This design comes from an exercise in tuning for small area and a short achievable clock period on the open sky130 flow, not from production work.
RTL that was checked went through simulation tests only; none was proved equivalent to the original.
Power is estimated from default activity; no workload was simulated.

==> flow/design.v (excerpt) <==
module dsp_mult #
(
    parameter WIDTH = 32
)
(
    input  wire                  clk,
    input  wire                  rst,
    input  wire [WIDTH-1:0]      input_a_tdata,
    input  wire                  input_a_tvalid,
    output wire                  input_a_tready,
    input  wire [WIDTH-1:0]      input_b_tdata,
    input  wire                  input_b_tvalid,
    output wire                  input_b_tready,
    input  wire [WIDTH-1:0]      input_c_tdata,
    input  wire                  input_c_tvalid,
    output wire                  input_c_tready,
    output wire [(WIDTH*2)-1:0]  output_tdata,
    output reg                   output_tvalid,
    input  wire                  output_tready
);
Size in the first run: about 2,700 cells after synthesis, ~370 flip-flops, ~170 I/O pins, about 30,000 µm² of cells after synthesis.
clock: 9.5 ns
lec_check: 0
abc_area: 1
cap_margin: 20
core_margin: 2
core_utilization: 65
cts_buf_list: sky130_fd_sc_hd__clkbuf_8
slew_margin: 20
synth_hierarchical: 1
standard.sh (not shown) runs the stock make flow with config.mk's settings and CLKGATE_MAP_FILE= SYNTH_SCRIPT=/design/flow/synth_recipe.tcl, a recipe that flattens the netlist after the stock synthesis.
==> flow/flow/run.sh <==
#!/bin/bash
# The standard layout (the standard.sh, unchanged synthesis) with two changes:
#  - the port buffers that global placement inserts are plain buf_1 cells instead
#    of the delay buffers buffer_ports picks by default;
#  - timing repair aims for a setup margin of 5.5 ns (the period less 5.5 ns).
set -euo pipefail
export BUFFER_PORTS_ARGS="-buffer_cell sky130_fd_sc_hd__buf_1"
export SETUP_SLACK_MARGIN=5.5
bash standard.sh > standard.log 2>&1
The first run produced a clean layout.
Then changed:
- CTS_CLUSTER_DIAMETER: unset -> 50
- CTS_CLUSTER_SIZE: unset -> 24
After rerunning:
- The new run went through all stages and came out clean
- setup slack is better by 0.0095 ns
- sequential power is about the same
- non-clock buffer count goes up by 2
- worst hold slack is better by 0.0040 ns
- final area goes down by 1.5%
- register-to-register slack is worse by 0.03 ns

* * *

dsp_mult, a different RTL version from the one above (not shown whole).
Size in the first run: about 2700 cells after synthesis, roughly 370 flip-flops, about 170 I/O pins, roughly 30000 um^2 of cells after synthesis.
// dsp_mult
module dsp_mult #
(
    parameter WIDTH = 32
)
(
    input  wire                  clk,
    input  wire                  rst,
    input  wire [WIDTH-1:0]      input_a_tdata,
    input  wire                  input_a_tvalid,
    output wire                  input_a_tready,
    input  wire [WIDTH-1:0]      input_b_tdata,
    input  wire                  input_b_tvalid,
    output wire                  input_b_tready,
    input  wire [WIDTH-1:0]      input_c_tdata,
    input  wire                  input_c_tvalid,
    output wire                  input_c_tready,
    output wire [(WIDTH*2)-1:0]  output_tdata,
    output reg                   output_tvalid,
    input  wire                  output_tready
);
assign input_a_tready = input_b_tvalid & output_tready;
assign input_b_tready = input_a_tvalid & output_tready;
assign input_c_tready = input_c_tvalid & output_tready;
wire go = input_a_tvalid & input_b_tvalid & input_c_tvalid & output_tready;
reg v1, v2, v3;
always @(posedge clk) begin
    v1 <= go & ~rst;
    v2 <= go & ~rst & v1;
    v3 <= go & ~rst & v2;
    output_tvalid <= go & ~rst & v3;
end
reg [31:0] a1, c1;
reg [15:0] one, two, neg;
wire [32:0] bx = {input_b_tdata, 1'b0};
always @(posedge clk) begin
    a1 <= input_a_tdata;
    c1 <= input_c_tdata;
end
genvar g;
generate for (g = 0; g < 16; g = g + 1) begin : enc
    always @(posedge clk) begin
        one[g] <= bx[2*g+1] ^ bx[2*g];
        two[g] <= (bx[2*g+2] & ~bx[2*g+1] & ~bx[2*g]) | (~bx[2*g+2] & bx[2*g+1] & bx[2*g]);
        neg[g] <= bx[2*g+2];
    end
end endgenerate
wire pp0_0 = ((a1[0] & one[0])) ^ neg[0];
wire pp0_1 = ((a1[1] & one[0]) | (a1[0] & two[0])) ^ neg[0];
  ...
clock: 9.5 ns
lec_check: 0
abc_area: 1
cap_margin: 20
core_margin: 2
core_utilization: 65
cts_buf_list: sky130_fd_sc_hd__clkbuf_8
cts_cluster_diameter: 50
cts_cluster_size: 24
slew_margin: 20
synth_hierarchical: 1
==> flow/flow/run.sh <==
#!/bin/bash
# The standard layout (the standard.sh, unchanged synthesis) with two changes:
#  - the port buffers that global placement inserts are plain buf_1 cells instead
#    of the delay buffers buffer_ports picks by default;
#  - timing repair aims for a setup margin of 5.7 ns (the period less 5.7 ns).
set -euo pipefail
export BUFFER_PORTS_ARGS="-buffer_cell sky130_fd_sc_hd__buf_1"
export SETUP_SLACK_MARGIN=5.7
bash standard.sh > standard.log 2>&1
The starting point finished clean.
Change:
==> flow/flow/run.sh (replaced) <==
#!/bin/bash
# The standard layout (the standard.sh, unchanged synthesis) with two changes:
#  - the port buffers that global placement inserts are plain buf_1 cells instead
#    of the delay buffers buffer_ports picks by default;
#  - timing repair aims for a setup margin of 5.5 ns (the period less 5.5 ns).
set -euo pipefail
export BUFFER_PORTS_ARGS="-buffer_cell sky130_fd_sc_hd__buf_1"
export SETUP_SLACK_MARGIN=5.5
bash standard.sh > standard.log 2>&1
After rerunning: The new run passed the timing, DRC and antenna checks. Design area went down by 1.3%. Routed wire length hardly moves. Sequential power barely changes. Area after synthesis does not change. Combinational power went down by about 0.7%. Clock skew went up by 0.0061 ns. Via count went down by 0.65%. Flip-flop and latch count is unchanged. Global-route usage went up by 0.38 points.
Function was not checked in any run of this note: the RTL went through the layout flow alone.

* * *

Setup of the baseline:
dsp_mult, a different RTL version from the one above (not shown whole).
Size: ~2800 cells after synthesis, roughly 170 I/O pins, ~30000 sq um of cells after synthesis.
Settings: LEC_CHECK=0, ABC_AREA=1, CAP_MARGIN=20, CORE_MARGIN=2, CORE_UTILIZATION=40, CTS_BUF_LIST=sky130_fd_sc_hd__clkbuf_4, SLEW_MARGIN=20, SYNTH_HIERARCHICAL=1; clock period 9.5 ns.
==> flow/flow/run.sh <==
#!/bin/bash
# The standard layout (the standard.sh, unchanged synthesis) with two changes:
#  - the port buffers that global placement inserts are plain buf_1 cells instead
#    of the delay buffers buffer_ports picks by default;
#  - timing repair aims for a setup margin of 5.5 ns (the period less 5.5 ns).
set -euo pipefail
export BUFFER_PORTS_ARGS="-buffer_cell sky130_fd_sc_hd__buf_1"
export SETUP_SLACK_MARGIN=5.5
bash standard.sh > standard.log 2>&1
The baseline: no failed stages, no open violations at the end
Input-level comparison between the candidate and the baseline:
- changing CTS_BUF_LIST from sky130_fd_sc_hd__clkbuf_4 to sky130_fd_sc_hd__clkbuf_8
- setting CTS_CLUSTER_SIZE to 40 for the first time
Findings:
The core occupancy in the finished layout in the candidate sits 0.49 points above the value recorded for the baseline.
Higher routed via count was reported by the baseline, not the candidate.
Comparing the baseline and the candidate, the higher clock network fraction of total power was measured on the candidate.
As far as met2 usage is concerned, the candidate and the baseline perform about the same.

==> port drivers added, routing unchanged <==
The results above use ideal ports. As a check the final layouts listed here were re-extracted and re-timed, cells and wires unchanged.
Step 1 assumes that a clkbuf_16 drives the clock port and a buf_2 every other input.
Step 2 times the ports against the registers' clock, not the clock port: input delays grow and output delays shrink by t, the midpoint of the rising clock arrivals with the driver on.
Slacks: ideal / step 1 / step 2; pairs: ideal / step 1.
run	t, ns	slack for setup (ns)	clock arrival spread, ns
the first run of note 1	0.732	5.363 / 5.333 / 4.730	0.051 / 0.050
the second run of note 1	0.685	5.372 / 5.311 / 4.816	0.066 / 0.065
the first run of note 2	0.701	5.387 / 5.341 / 5.341	0.046 / 0.047
the second run of note 2	0.703	5.356 / 5.318 / 5.318	0.049 / 0.049
the baseline	0.976	5.389 / 5.349 / 5.349	0.084 / 0.084
the candidate	0.781	5.386 / 5.346 / 5.346	0.059 / 0.058
After both steps setup and hold are still met in every run listed. The setup slack of the first run of note 1, which loses most, moves by -0.030 ns with the drivers and by -0.633 ns with both steps.
